What follows belongs to an exercise in optimizing a design on an open flow for small area; a production flow would make more cautious choices.
Only simulation tests tie the RTL to the original design; equivalence was not proved.
Power is estimated from default activity; no workload was simulated.

==> flow/design.v, too long to show whole: its modules and the start of the top module <==
// module SamplePos_RAM: 345 lines
// module Sine_LUT: 600 lines
// module Sample_Position: 87 lines
// module Adder: 57 lines
// module Scale_Mult: 24 lines
// module Ring_Mod: 53 lines
// module DAC_I2S: 43 lines
// module Sample_Output: 36 lines
// module ADC_SPI_In: 85 lines
// module addatone: 185 lines
module addatone
	(
		input wire i_Clock,
		input wire reset_n,
		output reg test,
		input wire i_ADC_Data,
		input wire i_ADC_Clock,
		input wire i_ADC_CS,
		input wire i_Mix,
		input wire i_Ring_Mod,
		output wire o_DAC_Data,
		output wire o_DAC_Bit_Clock,
		output wire o_DAC_LR_Clock
	);
  // ...
==> flow/run.sh <==
#!/bin/bash
# synth_recipe.tcl (not shown) runs the flow's synth.tcl, then flattens the netlist and writes it again
# the make line also repeats each setting of config.mk as NAME=value (left out here)
make -C /OpenROAD-flow-scripts/flow DESIGN_CONFIG=/design/flow/config.mk WORK_HOME=/design/flow/orfs CLKGATE_MAP_FILE= SYNTH_SCRIPT=/design/flow/synth_recipe.tcl finish
==> flow/config.mk <==
export PLATFORM = sky130hd
export DESIGN_NAME = addatone
export DESIGN_NICKNAME = addatone
export VERILOG_FILES = /design/flow/design.v
export SDC_FILE = /design/flow/constraint.sdc
export NUM_CORES = 4
export LEC_CHECK = 0
export CAP_MARGIN = 40
export CORE_MARGIN = 2
export CORE_UTILIZATION = 35
export PLACE_DENSITY = 0.5
export SLEW_MARGIN = 40
export SYNTH_MEMORY_MAX_BITS = 65536
==> flow/constraint.sdc <==
create_clock -name core_clock -period 20.0 [get_ports {i_Clock}]
set_input_delay 4.0000 -clock core_clock [delete_from_list [all_inputs] [get_ports {i_Clock}]]
set_output_delay 4.0000 -clock core_clock [all_outputs]
set_load 0.01 [all_outputs]
==> flow_metrics.tcl, run 1 <==
set metrics [dict create \
    die_w_um 638 \
    tightest_slew_ns 1.04 \
    status "complete, no violations" \
    cpMostUsedCell "a21oi_1" \
    grtUsageMet3_pct 5.65 \
    fin_hold_ws_ns 0.280 \
    drtPass1Iterations 8 \
    hold_viol 0 \
    nClkBuffers 660 \
    num-multi-input-gates 7446 \
    core_um2 400000 \
    maxSlewViolCount 0 \
    syn_to_final_growth_pct 16.1 \
    synthesis.nets 13300 \
    reg2reg_from "sample_position.Sample_Position[5]" \
    grt_busiest_layer "met2" \
    combPwrFrac_pct 7.8 \
    ys_seq_area_share_pct 66.9 \
    period_share_pct 65.1 \
    nWellTaps 5265 \
    post-place-ws_ns 7.06 \
    multiInputGateArea_um2 43800 \
    synth_top_family_by_area "compound AO/OA/AOI/OAI gates" \
    grt_pass1_wl_um 719000 \
    insertedDiodeCount 10 \
    cp-start-kind "flip-flop" \
    place_inst 17900 \
    period_minus_slack_ns 13.02 \
    crit_fanout 60 \
    worstSkewPairLatency_ns 1.03 \
    p_clk_share_pct 43.4 \
    hold_class "reg2reg" \
    slowest_stage "ha_1" \
    cp.required_ns 20.66 \
    synth_cell_types 113 \
]
==> module SamplePos_RAM, before the edit <==
module SamplePos_RAM
	(
		input wire clk_i,
		input wire rst_i,
		input wire wr_en_i,
		input wire [15:0] wr_data_i,
		input wire [7:0] addr_i,
		input wire [1:0] i_Phase,
		output wire [15:0] rd_data_o
	);
	reg [15:0] Word0;
	always @(posedge clk_i) begin
		if (rst_i)
			Word0 <= 16'h0000;
		else if (wr_en_i && addr_i == 8'd0)
			Word0 <= wr_data_i;
	end
	reg [7:0] Write_Addr;
	reg [2:0] Write_Count;
	reg [7:0] Written;
	always @(posedge clk_i) begin
		if (rst_i) begin
			Write_Count <= 3'd0;
			Written <= 8'd0;
		end
		else if (wr_en_i && addr_i != 8'd0) begin
			Write_Addr <= addr_i;
			Write_Count <= 3'd4;
			if (addr_i > Written)
				Written <= addr_i;
		end
		else if (Write_Count != 3'd0)
			Write_Count <= Write_Count - 1'b1;
	end
	wire Writing = (Write_Count != 3'd0);
	reg Flip;
	always @(posedge clk_i)
		if (i_Phase == 2'd3)
			Flip <= ~Flip;
	reg [3:0] Write_Nibble;
	always @* begin
		case (i_Phase)
			2'd0: Write_Nibble = wr_data_i[3:0];
			2'd1: Write_Nibble = wr_data_i[7:4];
			2'd2: Write_Nibble = wr_data_i[11:8];
			default: Write_Nibble = wr_data_i[15:12];
		endcase
	end
	wire [3:0] Write_Stored = Write_Nibble ^ {4{Flip}};
	wire [7:0] Next_Addr = addr_i + 1'b1;
	wire [3:0] head_terms [0:255];
	assign head_terms[0] = 4'd0;
	genvar k;
	generate for (k = 1; k < 256; k = k + 1) begin : word
		reg [3:0] Slot0, Slot1, Slot2, Slot3;
		wire Put = Writing && (Write_Addr == k);
		always @(posedge clk_i) begin
			Slot0 <= Slot1;
			Slot1 <= Slot2;
			Slot2 <= Slot3;
			Slot3 <= ~((Write_Stored & {4{Put}}) | (Slot0 & {4{~Put}}));
		end
		assign head_terms[k] = head_terms[k - 1] | (Slot0 & {4{addr_i == k - 1}});
	end endgenerate
	wire [3:0] Head = Writing && (Write_Addr == Next_Addr) ? Write_Nibble : (head_terms[255] ^ {4{Flip}});
	reg [15:0] Buffer0, Buffer1;
	always @(posedge clk_i) begin
		if (Next_Addr[0])
			case (i_Phase)
				2'd0: Buffer1[3:0] <= Head;
				2'd1: Buffer1[7:4] <= Head;
				2'd2: Buffer1[11:8] <= Head;
				default: Buffer1[15:12] <= Head;
			endcase
		else
			case (i_Phase)
				2'd0: Buffer0[3:0] <= Head;
				2'd1: Buffer0[7:4] <= Head;
				2'd2: Buffer0[11:8] <= Head;
				default: Buffer0[15:12] <= Head;
			endcase
	end
	reg [15:0] Init_Word;
	always @* begin
		case (addr_i)
			8'd1: Init_Word = 16'h2000;
			8'd2: Init_Word = 16'h0000;
			8'd3: Init_Word = 16'h3000;
			8'd4: Init_Word = 16'h0000;
			8'd5: Init_Word = 16'hA000;
			8'd6: Init_Word = 16'h0000;
			8'd7: Init_Word = 16'h67AE;
			8'd8: Init_Word = 16'h55C2;
			8'd9: Init_Word = 16'h4666;
			8'd10: Init_Word = 16'h2333;
			8'd11: Init_Word = 16'h9AE1;
			8'd12: Init_Word = 16'h58F5;
			8'd13: Init_Word = 16'hB28F;
			8'd14: Init_Word = 16'h451E;
			8'd15: Init_Word = 16'h8C28;
			8'd16: Init_Word = 16'hE51E;
			8'd17: Init_Word = 16'hA999;
			8'd18: Init_Word = 16'h6C28;
			8'd19: Init_Word = 16'hCE14;
			8'd20: Init_Word = 16'h13D7;
			8'd21: Init_Word = 16'h50A3;
			8'd22: Init_Word = 16'h81EB;
			8'd23: Init_Word = 16'h3EB8;
			8'd24: Init_Word = 16'h98F5;
			8'd25: Init_Word = 16'hD28F;
			8'd26: Init_Word = 16'h2F5C;
			8'd27: Init_Word = 16'hF70A;
			8'd28: Init_Word = 16'h3999;
			8'd29: Init_Word = 16'h8EB8;
			8'd30: Init_Word = 16'h10A3;
			8'd31: Init_Word = 16'hD5C2;
			8'd32: Init_Word = 16'h2C28;
			8'd33: Init_Word = 16'hB1EB;
			8'd34: Init_Word = 16'h447A;
			8'd35: Init_Word = 16'h25C2;
			8'd36: Init_Word = 16'h0999;
			8'd37: Init_Word = 16'hE0A3;
			8'd38: Init_Word = 16'hAA3D;
			8'd39: Init_Word = 16'h7F5C;
			8'd40: Init_Word = 16'h3AE1;
			8'd41: Init_Word = 16'hFB85;
			8'd42: Init_Word = 16'hB70A;
			8'd43: Init_Word = 16'h551E;
			8'd44: Init_Word = 16'hCC28;
			8'd45: Init_Word = 16'h27AE;
			8'd46: Init_Word = 16'h6147;
			8'd47: Init_Word = 16'h4AE1;
			8'd48: Init_Word = 16'hCB85;
			8'd49: Init_Word = 16'hF0A3;
			8'd50: Init_Word = 16'h50A3;
			8'd51: Init_Word = 16'h6CCC;
			8'd52: Init_Word = 16'h15C2;
			8'd53: Init_Word = 16'hAEB8;
			8'd54: Init_Word = 16'h1A3D;
			8'd55: Init_Word = 16'hA8F5;
			8'd56: Init_Word = 16'h0147;
			8'd57: Init_Word = 16'h347A;
			8'd58: Init_Word = 16'h1666;
			8'd59: Init_Word = 16'h4F5C;
			8'd60: Init_Word = 16'h428F;
			8'd61: Init_Word = 16'h27AE;
			8'd62: Init_Word = 16'h5666;
			8'd63: Init_Word = 16'h847A;
			8'd64: Init_Word = 16'hA51E;
			8'd65: Init_Word = 16'h4000;
			8'd66: Init_Word = 16'h0A3D;
			8'd67: Init_Word = 16'hF47A;
			8'd68: Init_Word = 16'h7333;
			8'd69: Init_Word = 16'h1999;
			8'd70: Init_Word = 16'hB8F5;
			8'd71: Init_Word = 16'h0147;
			8'd72: Init_Word = 16'h2000;
			8'd73: Init_Word = 16'h97AE;
			8'd74: Init_Word = 16'hCF5C;
			8'd75: Init_Word = 16'h5AE1;
			8'd76: Init_Word = 16'h65C2;
			8'd77: Init_Word = 16'h947A;
			8'd78: Init_Word = 16'h8CCC;
			8'd79: Init_Word = 16'hD28F;
			8'd80: Init_Word = 16'hC5C2;
			8'd81: Init_Word = 16'h9E14;
			8'd82: Init_Word = 16'h1B85;
			8'd83: Init_Word = 16'hB47A;
			8'd84: Init_Word = 16'hFAE1;
			8'd85: Init_Word = 16'h2851;
			8'd86: Init_Word = 16'h1D70;
			8'd87: Init_Word = 16'h4F5C;
			8'd88: Init_Word = 16'hEA3D;
			8'd89: Init_Word = 16'hB8F5;
			8'd90: Init_Word = 16'h847A;
			8'd91: Init_Word = 16'h0147;
			8'd92: Init_Word = 16'h128F;
			8'd93: Init_Word = 16'h7851;
			8'd94: Init_Word = 16'h2999;
			8'd95: Init_Word = 16'h9999;
			8'd96: Init_Word = 16'hB666;
			8'd97: Init_Word = 16'h5CCC;
			8'd98: Init_Word = 16'h8C28;
			8'd99: Init_Word = 16'hCEB8;
			8'd100: Init_Word = 16'h3666;
			8'd101: Init_Word = 16'h3666;
			8'd102: Init_Word = 16'h7E14;
			8'd103: Init_Word = 16'hE3D7;
			8'd104: Init_Word = 16'hC851;
			8'd105: Init_Word = 16'hB47A;
			8'd106: Init_Word = 16'hBB85;
			8'd107: Init_Word = 16'hD147;
			8'd108: Init_Word = 16'hCCCC;
			8'd109: Init_Word = 16'h1F5C;
			8'd110: Init_Word = 16'h951E;
			8'd111: Init_Word = 16'h95C2;
			8'd112: Init_Word = 16'h851E;
			8'd113: Init_Word = 16'hB0A3;
			8'd114: Init_Word = 16'hA666;
			8'd115: Init_Word = 16'h0AE1;
			8'd116: Init_Word = 16'hC666;
			8'd117: Init_Word = 16'h347A;
			8'd118: Init_Word = 16'hB47A;
			8'd119: Init_Word = 16'h8851;
			8'd120: Init_Word = 16'h2666;
			8'd121: Init_Word = 16'hAE14;
			8'd122: Init_Word = 16'h7AE1;
			8'd123: Init_Word = 16'h28F5;
			8'd124: Init_Word = 16'h6EB8;
			8'd125: Init_Word = 16'h7333;
			8'd126: Init_Word = 16'h95C2;
			8'd127: Init_Word = 16'hE147;
			8'd128: Init_Word = 16'h71EB;
			8'd129: Init_Word = 16'hC333;
			8'd130: Init_Word = 16'hC666;
			8'd131: Init_Word = 16'hFE14;
			8'd132: Init_Word = 16'h7000;
			8'd133: Init_Word = 16'h4A3D;
			8'd134: Init_Word = 16'hE51E;
			8'd135: Init_Word = 16'hEC28;
			8'd136: Init_Word = 16'h53D7;
			8'd137: Init_Word = 16'hA7AE;
			8'd138: Init_Word = 16'h047A;
			8'd139: Init_Word = 16'hF147;
			8'd140: Init_Word = 16'h151E;
			8'd141: Init_Word = 16'h2E14;
			8'd142: Init_Word = 16'hE8F5;
			8'd143: Init_Word = 16'h528F;
			8'd144: Init_Word = 16'h71EB;
			8'd145: Init_Word = 16'h30A3;
			8'd146: Init_Word = 16'hFAE1;
			8'd147: Init_Word = 16'hBC28;
			8'd148: Init_Word = 16'h8666;
			8'd149: Init_Word = 16'hB5C2;
			8'd150: Init_Word = 16'hE7AE;
			8'd151: Init_Word = 16'hF1EB;
			8'd152: Init_Word = 16'hF851;
			8'd153: Init_Word = 16'h1851;
			8'd154: Init_Word = 16'hE7AE;
			8'd155: Init_Word = 16'hD8F5;
			8'd156: Init_Word = 16'h1EB8;
			8'd157: Init_Word = 16'h6000;
			8'd158: Init_Word = 16'hB5C2;
			8'd159: Init_Word = 16'hE70A;
			8'd160: Init_Word = 16'h0C28;
			8'd161: Init_Word = 16'h4CCC;
			8'd162: Init_Word = 16'hA5C2;
			8'd163: Init_Word = 16'h8AE1;
			8'd164: Init_Word = 16'h2C28;
			8'd165: Init_Word = 16'h1333;
			8'd166: Init_Word = 16'h1EB8;
			8'd167: Init_Word = 16'hE3D7;
			8'd168: Init_Word = 16'hD0A3;
			8'd169: Init_Word = 16'hB851;
			8'd170: Init_Word = 16'h61EB;
			8'd171: Init_Word = 16'h5AE1;
			8'd172: Init_Word = 16'h4EB8;
			8'd173: Init_Word = 16'hFD70;
			8'd174: Init_Word = 16'h9000;
			8'd175: Init_Word = 16'hDA3D;
			8'd176: Init_Word = 16'h63D7;
			8'd177: Init_Word = 16'h3AE1;
			8'd178: Init_Word = 16'h751E;
			8'd179: Init_Word = 16'h8E14;
			8'd180: Init_Word = 16'h6999;
			8'd181: Init_Word = 16'hA1EB;
			8'd182: Init_Word = 16'h9C28;
			8'd183: Init_Word = 16'hC1EB;
			8'd184: Init_Word = 16'hE000;
			8'd185: Init_Word = 16'h00A3;
			8'd186: Init_Word = 16'h0A3D;
			8'd187: Init_Word = 16'hCD70;
			8'd188: Init_Word = 16'hA28F;
			8'd189: Init_Word = 16'h5000;
			8'd190: Init_Word = 16'hFA3D;
			8'd191: Init_Word = 16'hFCCC;
			8'd192: Init_Word = 16'hC147;
			8'd193: Init_Word = 16'hE333;
			8'd194: Init_Word = 16'hD70A;
			8'd195: Init_Word = 16'hF999;
			8'd196: Init_Word = 16'h15C2;
			8'd197: Init_Word = 16'hB999;
			8'd198: Init_Word = 16'h3E14;
			8'd199: Init_Word = 16'h9F5C;
			8'd200: Init_Word = 16'hB851;
			8'd201: Init_Word = 16'h728F;
			8'd202: Init_Word = 16'h670A;
			8'd203: Init_Word = 16'h70A3;
			8'd204: Init_Word = 16'hD28F;
			8'd205: Init_Word = 16'hF7AE;
			8'd206: Init_Word = 16'h128F;
			8'd207: Init_Word = 16'hCE14;
			8'd208: Init_Word = 16'h0C28;
			8'd209: Init_Word = 16'hD999;
			8'd210: Init_Word = 16'hE5C2;
			8'd211: Init_Word = 16'h247A;
			8'd212: Init_Word = 16'h7EB8;
			8'd213: Init_Word = 16'h147A;
			8'd214: Init_Word = 16'hC5C2;
			8'd215: Init_Word = 16'h9147;
			8'd216: Init_Word = 16'h0999;
			8'd217: Init_Word = 16'h970A;
			8'd218: Init_Word = 16'hBEB8;
			8'd219: Init_Word = 16'hC70A;
			8'd220: Init_Word = 16'h4333;
			8'd221: Init_Word = 16'hB999;
			8'd222: Init_Word = 16'hCD70;
			8'd223: Init_Word = 16'hD147;
			8'd224: Init_Word = 16'hD51E;
			8'd225: Init_Word = 16'hB999;
			8'd226: Init_Word = 16'hDB85;
			8'd227: Init_Word = 16'h98F5;
			8'd228: Init_Word = 16'hCCCC;
			8'd229: Init_Word = 16'h5AE1;
			8'd230: Init_Word = 16'hEA3D;
			8'd231: Init_Word = 16'hA851;
			8'd232: Init_Word = 16'h628F;
			8'd233: Init_Word = 16'h0A3D;
			8'd234: Init_Word = 16'h370A;
			8'd235: Init_Word = 16'hA47A;
			8'd236: Init_Word = 16'hF28F;
			8'd237: Init_Word = 16'h48F5;
			8'd238: Init_Word = 16'h151E;
			8'd239: Init_Word = 16'hC0A3;
			8'd240: Init_Word = 16'h53D7;
			8'd241: Init_Word = 16'h4EB8;
			8'd242: Init_Word = 16'hD51E;
			8'd243: Init_Word = 16'hE000;
			8'd244: Init_Word = 16'h4AE1;
			8'd245: Init_Word = 16'hD8F5;
			8'd246: Init_Word = 16'hD000;
			8'd247: Init_Word = 16'hB333;
			8'd248: Init_Word = 16'h751E;
			8'd249: Init_Word = 16'h90A3;
			8'd250: Init_Word = 16'hEA3D;
			8'd251: Init_Word = 16'hD28F;
			8'd252: Init_Word = 16'h9333;
			8'd253: Init_Word = 16'h0F5C;
			8'd254: Init_Word = 16'h07AE;
			8'd255: Init_Word = 16'h851E;
			default: Init_Word = 16'h0000;
		endcase
	end
	assign rd_data_o = (addr_i == 8'd0) ? Word0 : (addr_i <= Written) ? (addr_i[0] ? Buffer1 : Buffer0) : Init_Word;
endmodule
==> module Sine_LUT, before the edit <==
module Sine_LUT
	(
		input wire [10:0] rd_addr_i,
		output wire [15:0] rd_data_o
	);
	wire [9:0] idx = rd_addr_i[9] ? (10'd0 - rd_addr_i[9:0]) : rd_addr_i[9:0];
	reg [14:0] Base;
	reg [6:0] Slope;
	reg [2:0] Corr;
	always @* begin
		case (idx[9:3])
			7'd0: begin Base = 15'd0; Slope = 7'd100; end
			7'd1: begin Base = 15'd804; Slope = 7'd100; end
			7'd2: begin Base = 15'd1608; Slope = 7'd100; end
			7'd3: begin Base = 15'd2410; Slope = 7'd100; end
			7'd4: begin Base = 15'd3212; Slope = 7'd99; end
			7'd5: begin Base = 15'd4011; Slope = 7'd99; end
			7'd6: begin Base = 15'd4808; Slope = 7'd99; end
			7'd7: begin Base = 15'd5602; Slope = 7'd98; end
			7'd8: begin Base = 15'd6393; Slope = 7'd98; end
			7'd9: begin Base = 15'd7179; Slope = 7'd97; end
			7'd10: begin Base = 15'd7962; Slope = 7'd97; end
			7'd11: begin Base = 15'd8739; Slope = 7'd96; end
			7'd12: begin Base = 15'd9512; Slope = 7'd95; end
			7'd13: begin Base = 15'd10278; Slope = 7'd95; end
			7'd14: begin Base = 15'd11039; Slope = 7'd94; end
			7'd15: begin Base = 15'd11793; Slope = 7'd93; end
			7'd16: begin Base = 15'd12539; Slope = 7'd92; end
			7'd17: begin Base = 15'd13279; Slope = 7'd91; end
			7'd18: begin Base = 15'd14010; Slope = 7'd90; end
			7'd19: begin Base = 15'd14732; Slope = 7'd89; end
			7'd20: begin Base = 15'd15446; Slope = 7'd88; end
			7'd21: begin Base = 15'd16151; Slope = 7'd86; end
			7'd22: begin Base = 15'd16846; Slope = 7'd85; end
			7'd23: begin Base = 15'd17530; Slope = 7'd84; end
			7'd24: begin Base = 15'd18204; Slope = 7'd83; end
			7'd25: begin Base = 15'd18868; Slope = 7'd81; end
			7'd26: begin Base = 15'd19519; Slope = 7'd80; end
			7'd27: begin Base = 15'd20159; Slope = 7'd78; end
			7'd28: begin Base = 15'd20787; Slope = 7'd77; end
			7'd29: begin Base = 15'd21403; Slope = 7'd75; end
			7'd30: begin Base = 15'd22005; Slope = 7'd73; end
			7'd31: begin Base = 15'd22594; Slope = 7'd72; end
			7'd32: begin Base = 15'd23170; Slope = 7'd70; end
			7'd33: begin Base = 15'd23731; Slope = 7'd68; end
			7'd34: begin Base = 15'd24279; Slope = 7'd66; end
			7'd35: begin Base = 15'd24811; Slope = 7'd64; end
			7'd36: begin Base = 15'd25329; Slope = 7'd62; end
			7'd37: begin Base = 15'd25832; Slope = 7'd60; end
			7'd38: begin Base = 15'd26319; Slope = 7'd58; end
			7'd39: begin Base = 15'd26790; Slope = 7'd56; end
			7'd40: begin Base = 15'd27245; Slope = 7'd54; end
			7'd41: begin Base = 15'd27683; Slope = 7'd52; end
			7'd42: begin Base = 15'd28105; Slope = 7'd50; end
			7'd43: begin Base = 15'd28510; Slope = 7'd48; end
			7'd44: begin Base = 15'd28898; Slope = 7'd46; end
			7'd45: begin Base = 15'd29268; Slope = 7'd44; end
			7'd46: begin Base = 15'd29621; Slope = 7'd41; end
			7'd47: begin Base = 15'd29956; Slope = 7'd39; end
			7'd48: begin Base = 15'd30273; Slope = 7'd37; end
			7'd49: begin Base = 15'd30571; Slope = 7'd35; end
			7'd50: begin Base = 15'd30852; Slope = 7'd32; end
			7'd51: begin Base = 15'd31113; Slope = 7'd30; end
			7'd52: begin Base = 15'd31356; Slope = 7'd28; end
			7'd53: begin Base = 15'd31580; Slope = 7'd25; end
			7'd54: begin Base = 15'd31785; Slope = 7'd23; end
			7'd55: begin Base = 15'd31971; Slope = 7'd20; end
			7'd56: begin Base = 15'd32137; Slope = 7'd18; end
			7'd57: begin Base = 15'd32285; Slope = 7'd15; end
			7'd58: begin Base = 15'd32412; Slope = 7'd13; end
			7'd59: begin Base = 15'd32521; Slope = 7'd11; end
			7'd60: begin Base = 15'd32609; Slope = 7'd8; end
			7'd61: begin Base = 15'd32678; Slope = 7'd6; end
			7'd62: begin Base = 15'd32728; Slope = 7'd3; end
			7'd63: begin Base = 15'd32757; Slope = 7'd1; end
			7'd64: begin Base = 15'd32767; Slope = 7'd0; end
			default: begin Base = 15'd0; Slope = 7'd0; end
		endcase
	end
	always @* begin
		case (idx)
			10'd0: Corr = 3'd0;
			10'd1: Corr = 3'd1;
			10'd2: Corr = 3'd1;
			10'd3: Corr = 3'd2;
			10'd4: Corr = 3'd2;
			10'd5: Corr = 3'd3;
			10'd6: Corr = 3'd3;
			10'd7: Corr = 3'd4;
			10'd8: Corr = 3'd0;
			10'd9: Corr = 3'd1;
			10'd10: Corr = 3'd1;
			10'd11: Corr = 3'd2;
			10'd12: Corr = 3'd2;
			10'd13: Corr = 3'd3;
			10'd14: Corr = 3'd3;
			10'd15: Corr = 3'd3;
			10'd16: Corr = 3'd0;
			10'd17: Corr = 3'd0;
			10'd18: Corr = 3'd1;
			10'd19: Corr = 3'd1;
			10'd20: Corr = 3'd1;
			10'd21: Corr = 3'd2;
			10'd22: Corr = 3'd2;
			10'd23: Corr = 3'd2;
			10'd24: Corr = 3'd0;
			10'd25: Corr = 3'd1;
			10'd26: Corr = 3'd1;
			10'd27: Corr = 3'd1;
			10'd28: Corr = 3'd1;
			10'd29: Corr = 3'd1;
			10'd30: Corr = 3'd2;
			10'd31: Corr = 3'd2;
			10'd32: Corr = 3'd0;
			10'd33: Corr = 3'd1;
			10'd34: Corr = 3'd2;
			10'd35: Corr = 3'd3;
			10'd36: Corr = 3'd4;
			10'd37: Corr = 3'd5;
			10'd38: Corr = 3'd5;
			10'd39: Corr = 3'd6;
			10'd40: Corr = 3'd0;
			10'd41: Corr = 3'd1;
			10'd42: Corr = 3'd1;
			10'd43: Corr = 3'd2;
			10'd44: Corr = 3'd3;
			10'd45: Corr = 3'd3;
			10'd46: Corr = 3'd4;
			10'd47: Corr = 3'd4;
			10'd48: Corr = 3'd0;
			10'd49: Corr = 3'd0;
			10'd50: Corr = 3'd1;
			10'd51: Corr = 3'd1;
			10'd52: Corr = 3'd1;
			10'd53: Corr = 3'd2;
			10'd54: Corr = 3'd2;
			10'd55: Corr = 3'd2;
			10'd56: Corr = 3'd0;
			10'd57: Corr = 3'd1;
			10'd58: Corr = 3'd2;
			10'd59: Corr = 3'd3;
			10'd60: Corr = 3'd4;
			10'd61: Corr = 3'd4;
			10'd62: Corr = 3'd5;
			10'd63: Corr = 3'd6;
			10'd64: Corr = 3'd0;
			10'd65: Corr = 3'd0;
			10'd66: Corr = 3'd1;
			10'd67: Corr = 3'd1;
			10'd68: Corr = 3'd1;
			10'd69: Corr = 3'd2;
			10'd70: Corr = 3'd2;
			10'd71: Corr = 3'd2;
			10'd72: Corr = 3'd0;
			10'd73: Corr = 3'd1;
			10'd74: Corr = 3'd2;
			10'd75: Corr = 3'd3;
			10'd76: Corr = 3'd4;
			10'd77: Corr = 3'd5;
			10'd78: Corr = 3'd6;
			10'd79: Corr = 3'd6;
			10'd80: Corr = 3'd0;
			10'd81: Corr = 3'd0;
			10'd82: Corr = 3'd1;
			10'd83: Corr = 3'd1;
			10'd84: Corr = 3'd1;
			10'd85: Corr = 3'd1;
			10'd86: Corr = 3'd1;
			10'd87: Corr = 3'd1;
			10'd88: Corr = 3'd0;
			10'd89: Corr = 3'd1;
			10'd90: Corr = 3'd2;
			10'd91: Corr = 3'd3;
			10'd92: Corr = 3'd3;
			10'd93: Corr = 3'd4;
			10'd94: Corr = 3'd4;
			10'd95: Corr = 3'd5;
			10'd96: Corr = 3'd0;
			10'd97: Corr = 3'd1;
			10'd98: Corr = 3'd2;
			10'd99: Corr = 3'd3;
			10'd100: Corr = 3'd4;
			10'd101: Corr = 3'd5;
			10'd102: Corr = 3'd5;
			10'd103: Corr = 3'd6;
			10'd104: Corr = 3'd0;
			10'd105: Corr = 3'd1;
			10'd106: Corr = 3'd1;
			10'd107: Corr = 3'd1;
			10'd108: Corr = 3'd1;
			10'd109: Corr = 3'd1;
			10'd110: Corr = 3'd1;
			10'd111: Corr = 3'd1;
			10'd112: Corr = 3'd0;
			10'd113: Corr = 3'd0;
			10'd114: Corr = 3'd1;
			10'd115: Corr = 3'd1;
			10'd116: Corr = 3'd2;
			10'd117: Corr = 3'd2;
			10'd118: Corr = 3'd2;
			10'd119: Corr = 3'd2;
			10'd120: Corr = 3'd0;
			10'd121: Corr = 3'd0;
			10'd122: Corr = 3'd1;
			10'd123: Corr = 3'd2;
			10'd124: Corr = 3'd2;
			10'd125: Corr = 3'd2;
			10'd126: Corr = 3'd2;
			10'd127: Corr = 3'd2;
			10'd128: Corr = 3'd0;
			10'd129: Corr = 3'd1;
			10'd130: Corr = 3'd2;
			10'd131: Corr = 3'd2;
			10'd132: Corr = 3'd3;
			10'd133: Corr = 3'd3;
			10'd134: Corr = 3'd3;
			10'd135: Corr = 3'd4;
			10'd136: Corr = 3'd0;
			10'd137: Corr = 3'd0;
			10'd138: Corr = 3'd1;
			10'd139: Corr = 3'd2;
			10'd140: Corr = 3'd2;
			10'd141: Corr = 3'd2;
			10'd142: Corr = 3'd3;
			10'd143: Corr = 3'd3;
			10'd144: Corr = 3'd0;
			10'd145: Corr = 3'd1;
			10'd146: Corr = 3'd1;
			10'd147: Corr = 3'd2;
			10'd148: Corr = 3'd2;
			10'd149: Corr = 3'd2;
			10'd150: Corr = 3'd3;
			10'd151: Corr = 3'd3;
			10'd152: Corr = 3'd0;
			10'd153: Corr = 3'd1;
			10'd154: Corr = 3'd2;
			10'd155: Corr = 3'd2;
			10'd156: Corr = 3'd2;
			10'd157: Corr = 3'd3;
			10'd158: Corr = 3'd3;
			10'd159: Corr = 3'd3;
			10'd160: Corr = 3'd0;
			10'd161: Corr = 3'd1;
			10'd162: Corr = 3'd1;
			10'd163: Corr = 3'd2;
			10'd164: Corr = 3'd2;
			10'd165: Corr = 3'd2;
			10'd166: Corr = 3'd2;
			10'd167: Corr = 3'd1;
			10'd168: Corr = 3'd0;
			10'd169: Corr = 3'd1;
			10'd170: Corr = 3'd2;
			10'd171: Corr = 3'd4;
			10'd172: Corr = 3'd4;
			10'd173: Corr = 3'd5;
			10'd174: Corr = 3'd6;
			10'd175: Corr = 3'd6;
			10'd176: Corr = 3'd0;
			10'd177: Corr = 3'd1;
			10'd178: Corr = 3'd2;
			10'd179: Corr = 3'd3;
			10'd180: Corr = 3'd3;
			10'd181: Corr = 3'd4;
			10'd182: Corr = 3'd4;
			10'd183: Corr = 3'd4;
			10'd184: Corr = 3'd0;
			10'd185: Corr = 3'd1;
			10'd186: Corr = 3'd2;
			10'd187: Corr = 3'd2;
			10'd188: Corr = 3'd3;
			10'd189: Corr = 3'd3;
			10'd190: Corr = 3'd3;
			10'd191: Corr = 3'd3;
			10'd192: Corr = 3'd0;
			10'd193: Corr = 3'd1;
			10'd194: Corr = 3'd1;
			10'd195: Corr = 3'd1;
			10'd196: Corr = 3'd1;
			10'd197: Corr = 3'd1;
			10'd198: Corr = 3'd1;
			10'd199: Corr = 3'd0;
			10'd200: Corr = 3'd0;
			10'd201: Corr = 3'd1;
			10'd202: Corr = 3'd2;
			10'd203: Corr = 3'd2;
			10'd204: Corr = 3'd3;
			10'd205: Corr = 3'd3;
			10'd206: Corr = 3'd3;
			10'd207: Corr = 3'd3;
			10'd208: Corr = 3'd0;
			10'd209: Corr = 3'd1;
			10'd210: Corr = 3'd1;
			10'd211: Corr = 3'd2;
			10'd212: Corr = 3'd2;
			10'd213: Corr = 3'd2;
			10'd214: Corr = 3'd1;
			10'd215: Corr = 3'd1;
			10'd216: Corr = 3'd0;
			10'd217: Corr = 3'd1;
			10'd218: Corr = 3'd2;
			10'd219: Corr = 3'd3;
			10'd220: Corr = 3'd4;
			10'd221: Corr = 3'd4;
			10'd222: Corr = 3'd4;
			10'd223: Corr = 3'd4;
			10'd224: Corr = 3'd0;
			10'd225: Corr = 3'd1;
			10'd226: Corr = 3'd1;
			10'd227: Corr = 3'd1;
			10'd228: Corr = 3'd1;
			10'd229: Corr = 3'd1;
			10'd230: Corr = 3'd1;
			10'd231: Corr = 3'd0;
			10'd232: Corr = 3'd0;
			10'd233: Corr = 3'd1;
			10'd234: Corr = 3'd1;
			10'd235: Corr = 3'd2;
			10'd236: Corr = 3'd2;
			10'd237: Corr = 3'd3;
			10'd238: Corr = 3'd3;
			10'd239: Corr = 3'd2;
			10'd240: Corr = 3'd0;
			10'd241: Corr = 3'd1;
			10'd242: Corr = 3'd3;
			10'd243: Corr = 3'd3;
			10'd244: Corr = 3'd4;
			10'd245: Corr = 3'd5;
			10'd246: Corr = 3'd5;
			10'd247: Corr = 3'd5;
			10'd248: Corr = 3'd0;
			10'd249: Corr = 3'd1;
			10'd250: Corr = 3'd1;
			10'd251: Corr = 3'd2;
			10'd252: Corr = 3'd2;
			10'd253: Corr = 3'd2;
			10'd254: Corr = 3'd1;
			10'd255: Corr = 3'd1;
			10'd256: Corr = 3'd0;
			10'd257: Corr = 3'd1;
			10'd258: Corr = 3'd1;
			10'd259: Corr = 3'd2;
			10'd260: Corr = 3'd2;
			10'd261: Corr = 3'd2;
			10'd262: Corr = 3'd2;
			10'd263: Corr = 3'd2;
			10'd264: Corr = 3'd0;
			10'd265: Corr = 3'd2;
			10'd266: Corr = 3'd3;
			10'd267: Corr = 3'd3;
			10'd268: Corr = 3'd4;
			10'd269: Corr = 3'd4;
			10'd270: Corr = 3'd4;
			10'd271: Corr = 3'd4;
			10'd272: Corr = 3'd0;
			10'd273: Corr = 3'd1;
			10'd274: Corr = 3'd2;
			10'd275: Corr = 3'd3;
			10'd276: Corr = 3'd4;
			10'd277: Corr = 3'd4;
			10'd278: Corr = 3'd5;
			10'd279: Corr = 3'd5;
			10'd280: Corr = 3'd0;
			10'd281: Corr = 3'd2;
			10'd282: Corr = 3'd3;
			10'd283: Corr = 3'd4;
			10'd284: Corr = 3'd5;
			10'd285: Corr = 3'd6;
			10'd286: Corr = 3'd6;
			10'd287: Corr = 3'd6;
			10'd288: Corr = 3'd0;
			10'd289: Corr = 3'd2;
			10'd290: Corr = 3'd3;
			10'd291: Corr = 3'd4;
			10'd292: Corr = 3'd5;
			10'd293: Corr = 3'd6;
			10'd294: Corr = 3'd7;
			10'd295: Corr = 3'd7;
			10'd296: Corr = 3'd0;
			10'd297: Corr = 3'd1;
			10'd298: Corr = 3'd3;
			10'd299: Corr = 3'd4;
			10'd300: Corr = 3'd5;
			10'd301: Corr = 3'd6;
			10'd302: Corr = 3'd6;
			10'd303: Corr = 3'd7;
			10'd304: Corr = 3'd0;
			10'd305: Corr = 3'd1;
			10'd306: Corr = 3'd3;
			10'd307: Corr = 3'd4;
			10'd308: Corr = 3'd5;
			10'd309: Corr = 3'd6;
			10'd310: Corr = 3'd7;
			10'd311: Corr = 3'd7;
			10'd312: Corr = 3'd0;
			10'd313: Corr = 3'd2;
			10'd314: Corr = 3'd3;
			10'd315: Corr = 3'd4;
			10'd316: Corr = 3'd5;
			10'd317: Corr = 3'd6;
			10'd318: Corr = 3'd7;
			10'd319: Corr = 3'd7;
			10'd320: Corr = 3'd0;
			10'd321: Corr = 3'd1;
			10'd322: Corr = 3'd3;
			10'd323: Corr = 3'd4;
			10'd324: Corr = 3'd5;
			10'd325: Corr = 3'd6;
			10'd326: Corr = 3'd6;
			10'd327: Corr = 3'd6;
			10'd328: Corr = 3'd0;
			10'd329: Corr = 3'd2;
			10'd330: Corr = 3'd3;
			10'd331: Corr = 3'd4;
			10'd332: Corr = 3'd5;
			10'd333: Corr = 3'd6;
			10'd334: Corr = 3'd6;
			10'd335: Corr = 3'd6;
			10'd336: Corr = 3'd0;
			10'd337: Corr = 3'd2;
			10'd338: Corr = 3'd3;
			10'd339: Corr = 3'd4;
			10'd340: Corr = 3'd5;
			10'd341: Corr = 3'd5;
			10'd342: Corr = 3'd6;
			10'd343: Corr = 3'd5;
			10'd344: Corr = 3'd0;
			10'd345: Corr = 3'd2;
			10'd346: Corr = 3'd3;
			10'd347: Corr = 3'd4;
			10'd348: Corr = 3'd4;
			10'd349: Corr = 3'd5;
			10'd350: Corr = 3'd5;
			10'd351: Corr = 3'd4;
			10'd352: Corr = 3'd0;
			10'd353: Corr = 3'd1;
			10'd354: Corr = 3'd2;
			10'd355: Corr = 3'd3;
			10'd356: Corr = 3'd3;
			10'd357: Corr = 3'd3;
			10'd358: Corr = 3'd3;
			10'd359: Corr = 3'd3;
			10'd360: Corr = 3'd0;
			10'd361: Corr = 3'd1;
			10'd362: Corr = 3'd2;
			10'd363: Corr = 3'd3;
			10'd364: Corr = 3'd3;
			10'd365: Corr = 3'd3;
			10'd366: Corr = 3'd2;
			10'd367: Corr = 3'd2;
			10'd368: Corr = 3'd0;
			10'd369: Corr = 3'd2;
			10'd370: Corr = 3'd3;
			10'd371: Corr = 3'd5;
			10'd372: Corr = 3'd6;
			10'd373: Corr = 3'd6;
			10'd374: Corr = 3'd7;
			10'd375: Corr = 3'd7;
			10'd376: Corr = 3'd0;
			10'd377: Corr = 3'd2;
			10'd378: Corr = 3'd3;
			10'd379: Corr = 3'd4;
			10'd380: Corr = 3'd5;
			10'd381: Corr = 3'd5;
			10'd382: Corr = 3'd5;
			10'd383: Corr = 3'd5;
			10'd384: Corr = 3'd0;
			10'd385: Corr = 3'd1;
			10'd386: Corr = 3'd2;
			10'd387: Corr = 3'd3;
			10'd388: Corr = 3'd3;
			10'd389: Corr = 3'd4;
			10'd390: Corr = 3'd3;
			10'd391: Corr = 3'd3;
			10'd392: Corr = 3'd0;
			10'd393: Corr = 3'd1;
			10'd394: Corr = 3'd2;
			10'd395: Corr = 3'd3;
			10'd396: Corr = 3'd3;
			10'd397: Corr = 3'd3;
			10'd398: Corr = 3'd2;
			10'd399: Corr = 3'd2;
			10'd400: Corr = 3'd0;
			10'd401: Corr = 3'd1;
			10'd402: Corr = 3'd3;
			10'd403: Corr = 3'd4;
			10'd404: Corr = 3'd5;
			10'd405: Corr = 3'd5;
			10'd406: Corr = 3'd6;
			10'd407: Corr = 3'd6;
			10'd408: Corr = 3'd0;
			10'd409: Corr = 3'd2;
			10'd410: Corr = 3'd3;
			10'd411: Corr = 3'd3;
			10'd412: Corr = 3'd4;
			10'd413: Corr = 3'd4;
			10'd414: Corr = 3'd4;
			10'd415: Corr = 3'd4;
			10'd416: Corr = 3'd0;
			10'd417: Corr = 3'd1;
			10'd418: Corr = 3'd2;
			10'd419: Corr = 3'd2;
			10'd420: Corr = 3'd2;
			10'd421: Corr = 3'd2;
			10'd422: Corr = 3'd2;
			10'd423: Corr = 3'd1;
			10'd424: Corr = 3'd0;
			10'd425: Corr = 3'd2;
			10'd426: Corr = 3'd3;
			10'd427: Corr = 3'd4;
			10'd428: Corr = 3'd5;
			10'd429: Corr = 3'd5;
			10'd430: Corr = 3'd6;
			10'd431: Corr = 3'd5;
			10'd432: Corr = 3'd0;
			10'd433: Corr = 3'd1;
			10'd434: Corr = 3'd2;
			10'd435: Corr = 3'd3;
			10'd436: Corr = 3'd3;
			10'd437: Corr = 3'd3;
			10'd438: Corr = 3'd3;
			10'd439: Corr = 3'd3;
			10'd440: Corr = 3'd0;
			10'd441: Corr = 3'd2;
			10'd442: Corr = 3'd3;
			10'd443: Corr = 3'd5;
			10'd444: Corr = 3'd6;
			10'd445: Corr = 3'd6;
			10'd446: Corr = 3'd7;
			10'd447: Corr = 3'd7;
			10'd448: Corr = 3'd0;
			10'd449: Corr = 3'd2;
			10'd450: Corr = 3'd3;
			10'd451: Corr = 3'd4;
			10'd452: Corr = 3'd4;
			10'd453: Corr = 3'd5;
			10'd454: Corr = 3'd5;
			10'd455: Corr = 3'd4;
			10'd456: Corr = 3'd0;
			10'd457: Corr = 3'd2;
			10'd458: Corr = 3'd3;
			10'd459: Corr = 3'd5;
			10'd460: Corr = 3'd6;
			10'd461: Corr = 3'd7;
			10'd462: Corr = 3'd7;
			10'd463: Corr = 3'd7;
			10'd464: Corr = 3'd0;
			10'd465: Corr = 3'd2;
			10'd466: Corr = 3'd3;
			10'd467: Corr = 3'd4;
			10'd468: Corr = 3'd5;
			10'd469: Corr = 3'd5;
			10'd470: Corr = 3'd5;
			10'd471: Corr = 3'd5;
			10'd472: Corr = 3'd0;
			10'd473: Corr = 3'd1;
			10'd474: Corr = 3'd2;
			10'd475: Corr = 3'd2;
			10'd476: Corr = 3'd2;
			10'd477: Corr = 3'd2;
			10'd478: Corr = 3'd2;
			10'd479: Corr = 3'd1;
			10'd480: Corr = 3'd0;
			10'd481: Corr = 3'd2;
			10'd482: Corr = 3'd3;
			10'd483: Corr = 3'd4;
			10'd484: Corr = 3'd5;
			10'd485: Corr = 3'd6;
			10'd486: Corr = 3'd6;
			10'd487: Corr = 3'd6;
			10'd488: Corr = 3'd0;
			10'd489: Corr = 3'd1;
			10'd490: Corr = 3'd2;
			10'd491: Corr = 3'd3;
			10'd492: Corr = 3'd3;
			10'd493: Corr = 3'd3;
			10'd494: Corr = 3'd3;
			10'd495: Corr = 3'd2;
			10'd496: Corr = 3'd0;
			10'd497: Corr = 3'd1;
			10'd498: Corr = 3'd3;
			10'd499: Corr = 3'd4;
			10'd500: Corr = 3'd5;
			10'd501: Corr = 3'd5;
			10'd502: Corr = 3'd6;
			10'd503: Corr = 3'd6;
			10'd504: Corr = 3'd0;
			10'd505: Corr = 3'd1;
			10'd506: Corr = 3'd2;
			10'd507: Corr = 3'd3;
			10'd508: Corr = 3'd4;
			10'd509: Corr = 3'd4;
			10'd510: Corr = 3'd3;
			10'd511: Corr = 3'd3;
			10'd512: Corr = 3'd0;
			default: Corr = 3'd0;
		endcase
	end
	wire [14:0] mag = Base + Slope * idx[2:0] + Corr;
	assign rd_data_o = rd_addr_i[10] ? -{1'b0, mag} : {1'b0, mag};
endmodule
==> module Sample_Position, before the edit <==
module Sample_Position
	(
		input wire i_Reset,
		input wire i_Clock,
		input wire [15:0] i_Frequency,
		input wire [15:0] i_Freq_Offset,				 
		input wire [7:0] i_Harmonic,
		input wire [1:0] i_Phase,						 
		output wire o_Sample_Ready,			 
		input wire i_Next_Sample,						 
		output wire [15:0] o_Sample_Value,
		output reg o_Freq_Too_High
	);
	localparam [2:0] sm_init = 3'd0;
	localparam [2:0] sm_sample_pos = 3'd1;
	localparam [2:0] sm_sine_lut = 3'd2;
	localparam [2:0] sm_offset = 3'd3;
	localparam [2:0] sm_waiting = 3'd4;
	reg [2:0] SM_Sample_Position;
	wire [15:0] Sample_Pos_Read;
	reg [15:0] Sample_Position;
	SamplePos_RAM sp_ram (
		.clk_i(i_Clock),
		.rst_i(i_Reset),
		.wr_en_i(SM_Sample_Position == sm_sine_lut),
		.wr_data_i(Sample_Position),
		.addr_i(i_Harmonic),
		.i_Phase(i_Phase),
		.rd_data_o(Sample_Pos_Read)
	);
	Sine_LUT sin_lut (
		.rd_addr_i(Sample_Position[15:5]),
		.rd_data_o(o_Sample_Value)
	);
	assign o_Sample_Ready = (SM_Sample_Position == sm_offset) || (SM_Sample_Position == sm_waiting);
	reg [15:0] Accumulated_Frequency;
	reg [15:0] Accumulated_Freq_Offset;
	reg Offset_Up;						 
	wire Add_Frequency = (SM_Sample_Position == sm_sine_lut);
	wire [15:0] Freq_Step = Add_Frequency ? i_Frequency : (Offset_Up ? Accumulated_Freq_Offset : ~Accumulated_Freq_Offset);
	wire [15:0] Freq_Sum = Accumulated_Frequency + Freq_Step + (!Add_Frequency && !Offset_Up);
	always @(posedge i_Clock) begin
		if (i_Reset) begin
			Sample_Position <= 1'b0;
			o_Freq_Too_High <= 1'b0;
			Accumulated_Frequency <= 1'b0;
			Accumulated_Freq_Offset <= 1'b0;
			SM_Sample_Position <= sm_init;
		end
		else begin
			case (SM_Sample_Position)
				sm_init:
					begin
						Accumulated_Frequency <= i_Frequency;
						Accumulated_Freq_Offset <= 1'b0;
						o_Freq_Too_High <= 1'b0;
						SM_Sample_Position <= sm_sample_pos;
					end
				sm_sample_pos:
					begin
						Sample_Position <= Sample_Pos_Read + Accumulated_Frequency;
						SM_Sample_Position <= sm_sine_lut;
					end
				sm_sine_lut:
					begin
						SM_Sample_Position <= sm_offset;
						Accumulated_Frequency <= Freq_Sum;
					end
				sm_offset:
					SM_Sample_Position <= sm_waiting;
				default:	 
					begin
						if (Accumulated_Frequency > 20000)
							o_Freq_Too_High <= 1'b1;
						if (i_Next_Sample) begin
							Accumulated_Frequency <= Freq_Sum;
							Accumulated_Freq_Offset <= Accumulated_Freq_Offset + i_Freq_Offset;
							SM_Sample_Position <= (i_Harmonic == 1'b0) ? sm_init : sm_sample_pos;
						end
					end
			endcase
		end
	end
	always @(posedge i_Clock)
		if (SM_Sample_Position == sm_offset)
			Offset_Up <= i_Harmonic[0];
endmodule
==> module Adder, before the edit <==
module Adder
	#(parameter DIVISOR_BITS = 11)
	(
		input wire i_Clock, i_Reset, i_Start, i_Clear_Accumulator, i_Last_Harmonic, i_Channel,
		input wire [DIVISOR_BITS - 1:0] i_Multiple0,
		input wire [DIVISOR_BITS - 1:0] i_Multiple1,
		input wire signed [15:0] i_Sample,
		output reg [21:0] o_Accumulator0,
		output reg [21:0] o_Accumulator1
	);
	reg [2:0] Step;					 
	reg Channel, Last;
	wire Use_Channel = i_Start ? i_Channel : Channel;
	wire Use_Last = i_Start ? i_Last_Harmonic : Last;
	wire [10:0] Mult_In = Use_Channel ? i_Multiple1 : i_Multiple0;
	wire [10:0] Multiple = Use_Last ? {Mult_In[10], Mult_In[10:1]} : Mult_In;
	reg [2:0] Chunk;
	always @* begin
		case (Step[1:0])
			2'd0: Chunk = Multiple[2:0];
			2'd1: Chunk = Multiple[5:3];
			2'd2: Chunk = Multiple[8:6];
			default: Chunk = {1'b0, Multiple[10:9]};
		endcase
	end
	reg signed [19:0] Partial;		 
	wire signed [19:0] Product = i_Sample * $signed({1'b0, Chunk});
	wire signed [19:0] Partial_Next = (i_Start ? 20'sd0 : (Partial >>> 3)) + Product;
	wire [21:0] Scaled = {{4{Partial[19]}}, Partial[19:2]};		 
	wire [21:0] Sum = (Channel ? o_Accumulator1 : o_Accumulator0) + Scaled;
	always @(posedge i_Clock) begin
		if (i_Reset)
			Step <= 3'd0;
		else if (i_Start) begin
			Step <= 3'd1;
			Channel <= i_Channel;
			Last <= i_Last_Harmonic;
		end
		else if (Step != 3'd0)
			Step <= (Step == 3'd4) ? 3'd0 : Step + 1'b1;
	end
	always @(posedge i_Clock)
		if (i_Start || (Step != 3'd0 && Step != 3'd4))
			Partial <= Partial_Next;
	always @(posedge i_Clock) begin
		if (i_Reset || i_Clear_Accumulator) begin
			o_Accumulator0 <= 1'b0;
			o_Accumulator1 <= 1'b0;
		end
		else if (Step == 3'd4) begin
			if (Channel)
				o_Accumulator1 <= Sum;
			else
				o_Accumulator0 <= Sum;
		end
	end
endmodule
==> inputs of run 2 (changes only) <==
--- a/flow/design.v
+++ b/flow/design.v
@@ -6,5 +6,8 @@
 		input wire [15:0] wr_data_i,
 		input wire [7:0] addr_i,
+		input wire [7:0] i_Next_Addr,			 
 		input wire [1:0] i_Phase,
+		input wire i_Step,					 
+		input wire i_Read,					 
 		output wire [15:0] rd_data_o
 	);
@@ -19,4 +22,6 @@
 	reg [2:0] Write_Count;
 	reg [7:0] Written;
+	wire Addr_Written;					 
+	Ripple_Add #(.W(8)) cmp_written (.a(Written), .b(~addr_i), .ci(1'b1), .s(), .co(Addr_Written));
 	always @(posedge clk_i) begin
 		if (rst_i) begin
@@ -27,5 +32,5 @@
 			Write_Addr <= addr_i;
 			Write_Count <= 3'd4;
-			if (addr_i > Written)
+			if (!Addr_Written)
 				Written <= addr_i;
 		end
@@ -48,5 +53,5 @@
 	end
 	wire [3:0] Write_Stored = Write_Nibble ^ {4{Flip}};
-	wire [7:0] Next_Addr = addr_i + 1'b1;
+	wire [7:0] Next_Addr = i_Next_Addr;
 	wire [3:0] head_terms [0:255];
 	assign head_terms[0] = 4'd0;
@@ -64,19 +69,21 @@
 	end endgenerate
 	wire [3:0] Head = Writing && (Write_Addr == Next_Addr) ? Write_Nibble : (head_terms[255] ^ {4{Flip}});
-	reg [15:0] Buffer0, Buffer1;
+	reg [15:0] Buffer;
+	reg Hold;							 
 	always @(posedge clk_i) begin
-		if (Next_Addr[0])
-			case (i_Phase)
-				2'd0: Buffer1[3:0] <= Head;
-				2'd1: Buffer1[7:4] <= Head;
-				2'd2: Buffer1[11:8] <= Head;
-				default: Buffer1[15:12] <= Head;
-			endcase
-		else
+		if (rst_i)
+			Hold <= 1'b0;
+		else if (i_Step)
+			Hold <= 1'b1;
+		else if (i_Read)
+			Hold <= 1'b0;
+	end
+	always @(posedge clk_i) begin
+		if (!Hold)
 			case (i_Phase)
-				2'd0: Buffer0[3:0] <= Head;
-				2'd1: Buffer0[7:4] <= Head;
-				2'd2: Buffer0[11:8] <= Head;
-				default: Buffer0[15:12] <= Head;
+				2'd0: Buffer[3:0] <= Head;
+				2'd1: Buffer[7:4] <= Head;
+				2'd2: Buffer[11:8] <= Head;
+				default: Buffer[15:12] <= Head;
 			endcase
 	end
@@ -342,5 +349,5 @@
 		endcase
 	end
-	assign rd_data_o = (addr_i == 8'd0) ? Word0 : (addr_i <= Written) ? (addr_i[0] ? Buffer1 : Buffer0) : Init_Word;
+	assign rd_data_o = (addr_i == 8'd0) ? Word0 : Addr_Written ? Buffer : Init_Word;
 endmodule
 module Sine_LUT
@@ -349,5 +356,7 @@
 		output wire [15:0] rd_data_o
 	);
-	wire [9:0] idx = rd_addr_i[9] ? (10'd0 - rd_addr_i[9:0]) : rd_addr_i[9:0];
+	wire [9:0] neg_addr;
+	Ripple_Add #(.W(10)) add_neg (.a(~rd_addr_i[9:0]), .b(10'd0), .ci(1'b1), .s(neg_addr), .co());
+	wire [9:0] idx = rd_addr_i[9] ? neg_addr : rd_addr_i[9:0];
 	reg [14:0] Base;
 	reg [6:0] Slope;
@@ -941,6 +950,13 @@
 		endcase
 	end
-	wire [14:0] mag = Base + Slope * idx[2:0] + Corr;
-	assign rd_data_o = rd_addr_i[10] ? -{1'b0, mag} : {1'b0, mag};
+	wire [14:0] Step1 = idx[0] ? {8'd0, Slope} : 15'd0;
+	wire [14:0] Step2 = idx[1] ? {7'd0, Slope, 1'b0} : 15'd0;
+	wire [14:0] Step4 = idx[2] ? {6'd0, Slope, 2'b0} : 15'd0;
+	wire [14:0] Sum12, Sum124, Sum_Base, mag;
+	Ripple_Add #(.W(15)) add_s12 (.a(Step1), .b(Step2), .ci(1'b0), .s(Sum12), .co());
+	Ripple_Add #(.W(15)) add_s4 (.a(Sum12), .b(Step4), .ci(1'b0), .s(Sum124), .co());
+	Ripple_Add #(.W(15)) add_base (.a(Sum124), .b(Base), .ci(1'b0), .s(Sum_Base), .co());
+	Ripple_Add #(.W(15)) add_corr (.a(Sum_Base), .b({12'd0, Corr}), .ci(1'b0), .s(mag), .co());
+	Ripple_Add #(.W(16)) add_sign (.a({1'b0, mag} ^ {16{rd_addr_i[10]}}), .b(16'd0), .ci(rd_addr_i[10]), .s(rd_data_o), .co());
 endmodule
 module Sample_Position
@@ -951,4 +967,6 @@
 		input wire [15:0] i_Freq_Offset,				 
 		input wire [7:0] i_Harmonic,
+		input wire [7:0] i_Harmonic_Next,				 
+		input wire i_Harmonic_Step,						 
 		input wire [1:0] i_Phase,						 
 		output wire o_Sample_Ready,			 
@@ -971,4 +989,7 @@
 		.wr_data_i(Sample_Position),
 		.addr_i(i_Harmonic),
+		.i_Next_Addr(i_Harmonic_Next),
+		.i_Step(i_Harmonic_Step && i_Harmonic_Next != 8'd0),
+		.i_Read(SM_Sample_Position == sm_sample_pos),
 		.i_Phase(i_Phase),
 		.rd_data_o(Sample_Pos_Read)
@@ -984,5 +1005,8 @@
 	wire Add_Frequency = (SM_Sample_Position == sm_sine_lut);
 	wire [15:0] Freq_Step = Add_Frequency ? i_Frequency : (Offset_Up ? Accumulated_Freq_Offset : ~Accumulated_Freq_Offset);
-	wire [15:0] Freq_Sum = Accumulated_Frequency + Freq_Step + (!Add_Frequency && !Offset_Up);
+	wire [15:0] Freq_Sum, Offset_Sum, Position_Sum;
+	Ripple_Add #(.W(16)) add_freq (.a(Accumulated_Frequency), .b(Freq_Step), .ci(!Add_Frequency && !Offset_Up), .s(Freq_Sum), .co());
+	Ripple_Add #(.W(16)) add_offset (.a(Accumulated_Freq_Offset), .b(i_Freq_Offset), .ci(1'b0), .s(Offset_Sum), .co());
+	Ripple_Add #(.W(16)) add_position (.a(Sample_Pos_Read), .b(Accumulated_Frequency), .ci(1'b0), .s(Position_Sum), .co());
 	always @(posedge i_Clock) begin
 		if (i_Reset) begin
@@ -1004,5 +1028,5 @@
 				sm_sample_pos:
 					begin
-						Sample_Position <= Sample_Pos_Read + Accumulated_Frequency;
+						Sample_Position <= Position_Sum;
 						SM_Sample_Position <= sm_sine_lut;
 					end
@@ -1020,5 +1044,5 @@
 						if (i_Next_Sample) begin
 							Accumulated_Frequency <= Freq_Sum;
-							Accumulated_Freq_Offset <= Accumulated_Freq_Offset + i_Freq_Offset;
+							Accumulated_Freq_Offset <= Offset_Sum;
 							SM_Sample_Position <= (i_Harmonic == 1'b0) ? sm_init : sm_sample_pos;
 						end
@@ -1056,9 +1080,16 @@
 		endcase
 	end
-	reg signed [19:0] Partial;		 
-	wire signed [19:0] Product = i_Sample * $signed({1'b0, Chunk});
-	wire signed [19:0] Partial_Next = (i_Start ? 20'sd0 : (Partial >>> 3)) + Product;
+	reg [19:0] Partial;				 
+	wire [19:0] Copy0 = Chunk[0] ? {{4{i_Sample[15]}}, i_Sample} : 20'd0;
+	wire [19:0] Copy1 = Chunk[1] ? {{3{i_Sample[15]}}, i_Sample, 1'b0} : 20'd0;
+	wire [19:0] Copy2 = Chunk[2] ? {{2{i_Sample[15]}}, i_Sample, 2'b0} : 20'd0;
+	wire [19:0] Partial_Shifted = i_Start ? 20'd0 : {{3{Partial[19]}}, Partial[19:3]};
+	wire [19:0] Sum01, Sum012, Partial_Next;
+	Ripple_Add #(.W(20)) add_copy01 (.a(Copy0), .b(Copy1), .ci(1'b0), .s(Sum01), .co());
+	Ripple_Add #(.W(20)) add_copy2 (.a(Sum01), .b(Copy2), .ci(1'b0), .s(Sum012), .co());
+	Ripple_Add #(.W(20)) add_partial (.a(Sum012), .b(Partial_Shifted), .ci(1'b0), .s(Partial_Next), .co());
 	wire [21:0] Scaled = {{4{Partial[19]}}, Partial[19:2]};		 
-	wire [21:0] Sum = (Channel ? o_Accumulator1 : o_Accumulator0) + Scaled;
+	wire [21:0] Sum;
+	Ripple_Add #(.W(22)) add_total (.a(Channel ? o_Accumulator1 : o_Accumulator0), .b(Scaled), .ci(1'b0), .s(Sum), .co());
 	always @(posedge i_Clock) begin
 		if (i_Reset)
@@ -1088,4 +1119,22 @@
 	end
 endmodule
+module Ripple_Add
+	#(parameter W = 16)
+	(
+		input wire [W - 1:0] a,
+		input wire [W - 1:0] b,
+		input wire ci,
+		output wire [W - 1:0] s,
+		output wire co
+	);
+	wire [W:0] c;
+	assign c[0] = ci;
+	genvar i;
+	generate for (i = 0; i < W; i = i + 1) begin : bit_add
+		assign s[i] = a[i] ^ b[i] ^ c[i];
+		assign c[i + 1] = (a[i] & b[i]) | (c[i] & (a[i] ^ b[i]));
+	end endgenerate
+	assign co = c[W];
+endmodule
 module Scale_Mult
 	#(parameter DIV_BIT = 11)
@@ -1099,4 +1148,7 @@
 		output reg [DIV_BIT - 1:0] o_Mult
 	);
+	wire [DIV_BIT - 1:0] Difference;
+	wire Not_Below;						 
+	Ripple_Add #(.W(DIV_BIT)) sub (.a(o_Mult), .b(~i_Scale), .ci(1'b1), .s(Difference), .co(Not_Below));
 	always @(posedge i_Clock) begin
 		if (i_Reset)
@@ -1105,6 +1157,6 @@
 			o_Mult <= i_Initial;
 		else if (i_Start) begin
-			if (o_Mult >= i_Scale)
-				o_Mult <= o_Mult - i_Scale;
+			if (Not_Below)
+				o_Mult <= Difference;
 			else
 				o_Mult <= 1'b0;
@@ -1133,6 +1185,10 @@
 	reg Busy;
 	wire Last_Step = (Step == 5'd15);
-	wire signed [16:0] Addend = o_Result[0] ? (Last_Step ? -Sample1_Scaled : Sample1_Scaled) : 17'sd0;	 
-	wire signed [16:0] Partial = Calc_High + Addend;
+	wire Subtract = o_Result[0] && Last_Step;
+	wire [16:0] Addend = o_Result[0] ? ({Sample1_Scaled[15], Sample1_Scaled} ^ {17{Last_Step}}) : 17'd0;
+	wire signed [16:0] Partial;
+	Ripple_Add #(.W(17)) add_partial (.a(Calc_High), .b(Addend), .ci(Subtract), .s(Partial), .co());
+	wire [4:0] Step_Next;
+	Ripple_Add #(.W(5)) add_step (.a(Step), .b(5'd0), .ci(1'b1), .s(Step_Next), .co());
 	wire signed [19:0] Calc_Scaled = {{1{Calc_High[13]}}, Calc_High[13:0], o_Result[15:11]};	 
 	always @(posedge i_Clock) begin
@@ -1160,5 +1216,5 @@
 				Calc_High <= Partial >>> 1;
 				o_Result <= {Partial[0], o_Result[15:1]};
-				Step <= Step + 1'b1;
+				Step <= Step_Next;
 			end
 		end
@@ -1183,4 +1239,6 @@
 	assign o_Phase = Clock_Counter[1:0];
 	assign o_Frame_End = (Clock_Counter == 4'd15) && (Bit_Counter == 6'd63);
+	wire [9:0] Count_Next;
+	Ripple_Add #(.W(10)) add_count (.a({Bit_Counter, Clock_Counter}), .b(10'd0), .ci(1'b1), .s(Count_Next), .co());
 	always @(posedge i_Clock) begin
 		if (i_Reset) begin
@@ -1192,7 +1250,6 @@
 		end
 		else begin
-			Clock_Counter <= Clock_Counter + 1'b1;
+			{Bit_Counter, Clock_Counter} <= Count_Next;
 			if (Clock_Counter == 4'd15) begin
-				Bit_Counter <= Bit_Counter + 1'b1;
 				if (Bit_Counter == 6'd30 || Bit_Counter == 6'd62)
 					o_LR_Clock <= ~o_LR_Clock;
@@ -1230,5 +1287,6 @@
 	wire signed [19:0] Sample_L = i_Sample_L[21:2];
 	wire signed [19:0] Sample_R = i_Sample_R[21:2];
-	wire signed [19:0] Sample_Mix = Sample_L + Sample_R;
+	wire signed [19:0] Sample_Mix;
+	Ripple_Add #(.W(20)) add_mix (.a(Sample_L), .b(Sample_R), .ci(1'b0), .s(Sample_Mix), .co());
 	reg [15:0] Output_Odd;
 	wire [15:0] Output_Even;
@@ -1298,4 +1356,6 @@
 	end
 	wire Bit_In = !CS_Stable && Clock_Stable && !Clock_Stable_Last;
+	wire [6:0] Receive_Pos_Next;
+	Ripple_Add #(.W(7)) add_pos (.a(Receive_Pos), .b(7'd0), .ci(1'b1), .s(Receive_Pos_Next), .co());
 	wire [2:0] Word = Receive_Pos[6:4];
 	wire [3:0] Bit = Receive_Pos[3:0];
@@ -1317,5 +1377,5 @@
 			end
 			else begin
-				Receive_Pos <= Receive_Pos + 1'b1;
+				Receive_Pos <= Receive_Pos_Next;
 				if (Receive_Pos == 7'd111) begin		 
 					o_Data_Received <= 1'b1;
@@ -1374,4 +1434,6 @@
 		.i_Freq_Offset(Freq_Scale),
 		.i_Harmonic(Harmonic),
+		.i_Harmonic_Next(Harmonic_Next),
+		.i_Harmonic_Step(SM_Top == sm_next_harmonic),
 		.i_Phase(Phase),
 		.o_Sample_Ready(Sample_Ready),
@@ -1397,5 +1459,11 @@
 	wire [21:0] Adder_Total[1:0];
 	wire Adder_Start = (SM_Top == sm_adder_start) && Sample_Ready;
-	wire Last_Harmonic = (Harmonic == Harmonic_Count - 1);
+	wire [7:0] Harmonic_Next;
+	Ripple_Add #(.W(8)) add_harmonic (.a(Harmonic), .b(8'd0), .ci(1'b1), .s(Harmonic_Next), .co());
+	wire Harmonics_Done;								 
+	Ripple_Add #(.W(8)) cmp_harmonic (.a(Harmonic), .b(~Harmonic_Count), .ci(1'b1), .s(), .co(Harmonics_Done));
+	wire Last_Harmonic = (Harmonic_Count != 8'd0) && (Harmonic_Next == Harmonic_Count);	 
+	wire [5:0] Sample_Timer_High_Next;
+	Ripple_Add #(.W(6)) add_timer (.a(Sample_Timer_High), .b(6'd0), .ci(1'b1), .s(Sample_Timer_High_Next), .co());
 	Adder #(.DIVISOR_BITS(DIV_BIT)) adder (
 		.i_Clock(Main_Clock),
@@ -1474,5 +1542,5 @@
 		else begin
 			if (Frame_End)
-				Sample_Timer_High <= Sample_Timer_High + 1'b1;
+				Sample_Timer_High <= Sample_Timer_High_Next;
 			case (SM_Top)
 				sm_init:
@@ -1497,6 +1565,6 @@
 				sm_next_harmonic:
 					begin
-						Harmonic <= Harmonic + 2'b1;						 
-						SM_Top <= (Harmonic >= Harmonic_Count || Freq_Too_High) ? sm_calc_done : sm_adder_mult;
+						Harmonic <= Harmonic_Next;						 
+						SM_Top <= (Harmonics_Done || Freq_Too_High) ? sm_calc_done : sm_adder_mult;
 					end
 				sm_calc_done:
--- a/flow/config.mk
+++ b/flow/config.mk
@@ -9,4 +9,6 @@
 export CORE_MARGIN = 2
 export CORE_UTILIZATION = 35
+export CTS_CLUSTER_DIAMETER = 150
+export CTS_CLUSTER_SIZE = 24
 export PLACE_DENSITY = 0.5
 export SLEW_MARGIN = 40
==> flow_metrics.tcl, run 2 <==
set metrics [dict create \
    status "complete, no violations" \
    cts_tree "yes" \
    path_clk_slew_ns 0.10 \
    maxSlewViolCount 0 \
    dp.final_hpwl_um 378000 \
    crit_end "adder.Partial[19]" \
    worstSkewPairLatency_ns 1.02 \
    overflow 0 \
    ys.flop_type "dfxtp_1" \
    ctsResizeCount 0 \
    p_leak_nw 55.0 \
    crit_fanout 41 \
    fp-row-count 229 \
    drcViolationCount 0 \
    layout_common_cells "dfxtp_1, nand2_1, nor2_1, a21oi_1, o21ai_0" \
    core_um2 389000 \
    slew_headroom_pct 32.1 \
    slowest_stage "clkinv_2" \
    hold_class "reg2reg" \
    synth_edf_count 167 \
    synthesis.nets 12600 \
    hold_viol 0 \
    initial_core_util_pct 35.1 \
    crit_buf_inv 7 \
    htree_levels 4 \
    maxCapViolations 0 \
    wl_per_cell_um 31.6 \
    via_per_inst 5.43 \
    syn_area_um2 136000 \
    finalNetCount 12500 \
    p_per_area_nw_per_um2 108 \
    timing.setup.tns_ns 0 \
    synth_cell_types 104 \
    avgSynthCellArea_um2 11.2 \
    ant_nets 0 \
    critPathMaxStageDelay_ns 0.80 \
    worstSetupEndpointType "flip-flop" \
    reg2reg_from "sample_position.Sample_Position[5]" \
    grtUsageTotal_pct 26.9 \
    ys_seq_area_share_pct 68.6 \
    reg2reg_slack_ns 3.67 \
    drtPass1Iterations 6 \
    die_area_um2 395000 \
    cts-root-buf "clkbuf_16" \
    first_global_vias 88600 \
    die_w_um 628 \
    die_y_um 628 \
    cpMostUsedCell "fa_1" \
    hold_start "sample_position.sp_ram.word[190].Slot1[3]" \
    arrival_ns 17.02 \
    cp-start-kind "flip-flop" \
    cts_hold_buf 0 \
    grt_pass1_wl_um 749000 \
    cts.sinks 4594 \
    syn_to_final_growth_pct 9.95 \
    layout_commonest_cell "dfxtp_1" \
    tightest_slew_ns 1.02 \
    yosysMostFrequentCell "dfxtp_1" \
    period_minus_slack_ns 16.33 \
    drt_wl_total_um 549000 \
    startpoint "sample_position.Sample_Position[5]" \
    cp.required_ns 20.69 \
    rsz0062_at_grt "false" \
    drt-initial-drc-count 12700 \
    post_cts_buffers 0 \
    cp_num_cells 50 \
    num_vias 94400 \
    place_congestion 0.969 \
    period_share_pct 81.6 \
    place_inst 17100 \
    synth_top_area_cell "dfxtp_1" \
]
==> run 2: cell types whose count changed in the layout (fill, tap and decap cells not counted), sizes merged, moves of 96 or more <==
cell    change
clkbuf    -424
clkinv     -96
fa        +131
ha        -121
nand2     -173
nand3     +224
nor2      -114
o21ai     -157
==> run 2: power by group <==
group          leakage (nW)  total, mW  switching, mW  internal, mW
clock                  2.83       4.89           2.91          1.98
sequential             38.2       9.66          0.139          9.52
combinational          13.9       1.69           1.15         0.534
total                  55.0       16.2           4.20          12.0
==> run 2: how the worst min path moves through the flow <==
stage | end
final | sample_position.sp_ram.word[190].Slot0[3]
after CTS | sample_position.sp_ram.word[190].Slot0[3]
after global placement | sample_position.sp_ram.word[152].Slot2[0]
after global routing | sample_position.sp_ram.word[190].Slot0[3]
after detailed placement | sample_position.sp_ram.word[133].Slot0[3]
after floorplan | sample_position.sp_ram.word[100].Slot0[0]
==> run 2: kinds of logic (layout without fill, tap and decap cells) <==
logic type,count (synthesis),in the layout,share of synthesized area (%)
AO/OA/AOI/OAI,2799,2799,12.4
XOR/XNOR,97,97,0.622
buffers and inverters,906,844,2.62
adder cells (fa/ha/maj),338,338,4.13
multiplexers,92,92,0.752
AND/OR/NAND/NOR,3406,3406,10.8
other,0,20,0
flip-flops,4594,4594,68.6
==> run 2: stage by stage <==
stage,cell area (µm²),util [%],setup WS (ns),hold WS [ns]
2_1_floorplan,136000,-,5.17,0.310
3_3_place_gp,143000,36.9,3.54,0.310
3_5_place_dp,144000,37.1,3.73,0.312
4_1_cts,150000,38.6,3.76,0.174
5_1_grt,150000,38.6,2.90,0.198
6_report,150000,38.6,3.67,0.187
==> run 2: cell type report <==
type                    instances  area (µm²)
clock buffers                 238        5510
multi-input cells            6732       40200
fillers                     37500      238000
flip-flops and latches       4594       93600
well taps                    5197        6500
clock inverters                13         329
repair buffers                342        2830
inverters                     251         953
diodes                         20        50.0
==> run 2: per-layer routing <==
metal	vias up	track usage [%]	wire, µm
met1	47200	38.8	247000
met5	-	0	85
li1	41500	-	-
met3	969	6.18	52100
met2	4645	38.5	224000
met4	12	10.7	26200
==> run 2: worst register-to-register path: cells and delay by family, from the launching register on <==
family | cells | cell delay [ns]
and+or+nand+nor | 4 | 0.88
adders and majority gates | 31 | 11.77
DFF | 1 | 0.34
xor gates and xnor gates | 5 | 0.70
AOI/OAI and AO/OA | 2 | 0.50
buffers and inverters | 7 | 1.27
muxes | 1 | 0.68

-- afterwards: timing with drivers on the ports --
Ports are ideal in the flow. The routed layouts listed here were re-timed in OpenROAD.
Step 1, drivers: a clkbuf_16 drives i_Clock and a buf_2 each remaining input, both assumed.
Step 2, shift: input delay + t, output delay - t, t = (earliest + latest rising clock arrival at the registers) / 2. This alone moves slack from input paths to output paths.
a / b / c = no drivers / after step 1 / after step 2; a / b = the first two.
run	t (ns)	setup WS [ns]	hold WS [ns]	worst setup path at the end	worst register clock-pin slew, ns
run 1	1.084	6.976 / 6.976 / 6.976	0.280 / 0.280 / 0.280	register to register	0.07 / 0.07
run 2	1.054	3.673 / 3.673 / 3.673	0.187 / 0.187 / 0.187	register to register	0.11 / 0.11
After both steps every run listed still meets setup and hold.
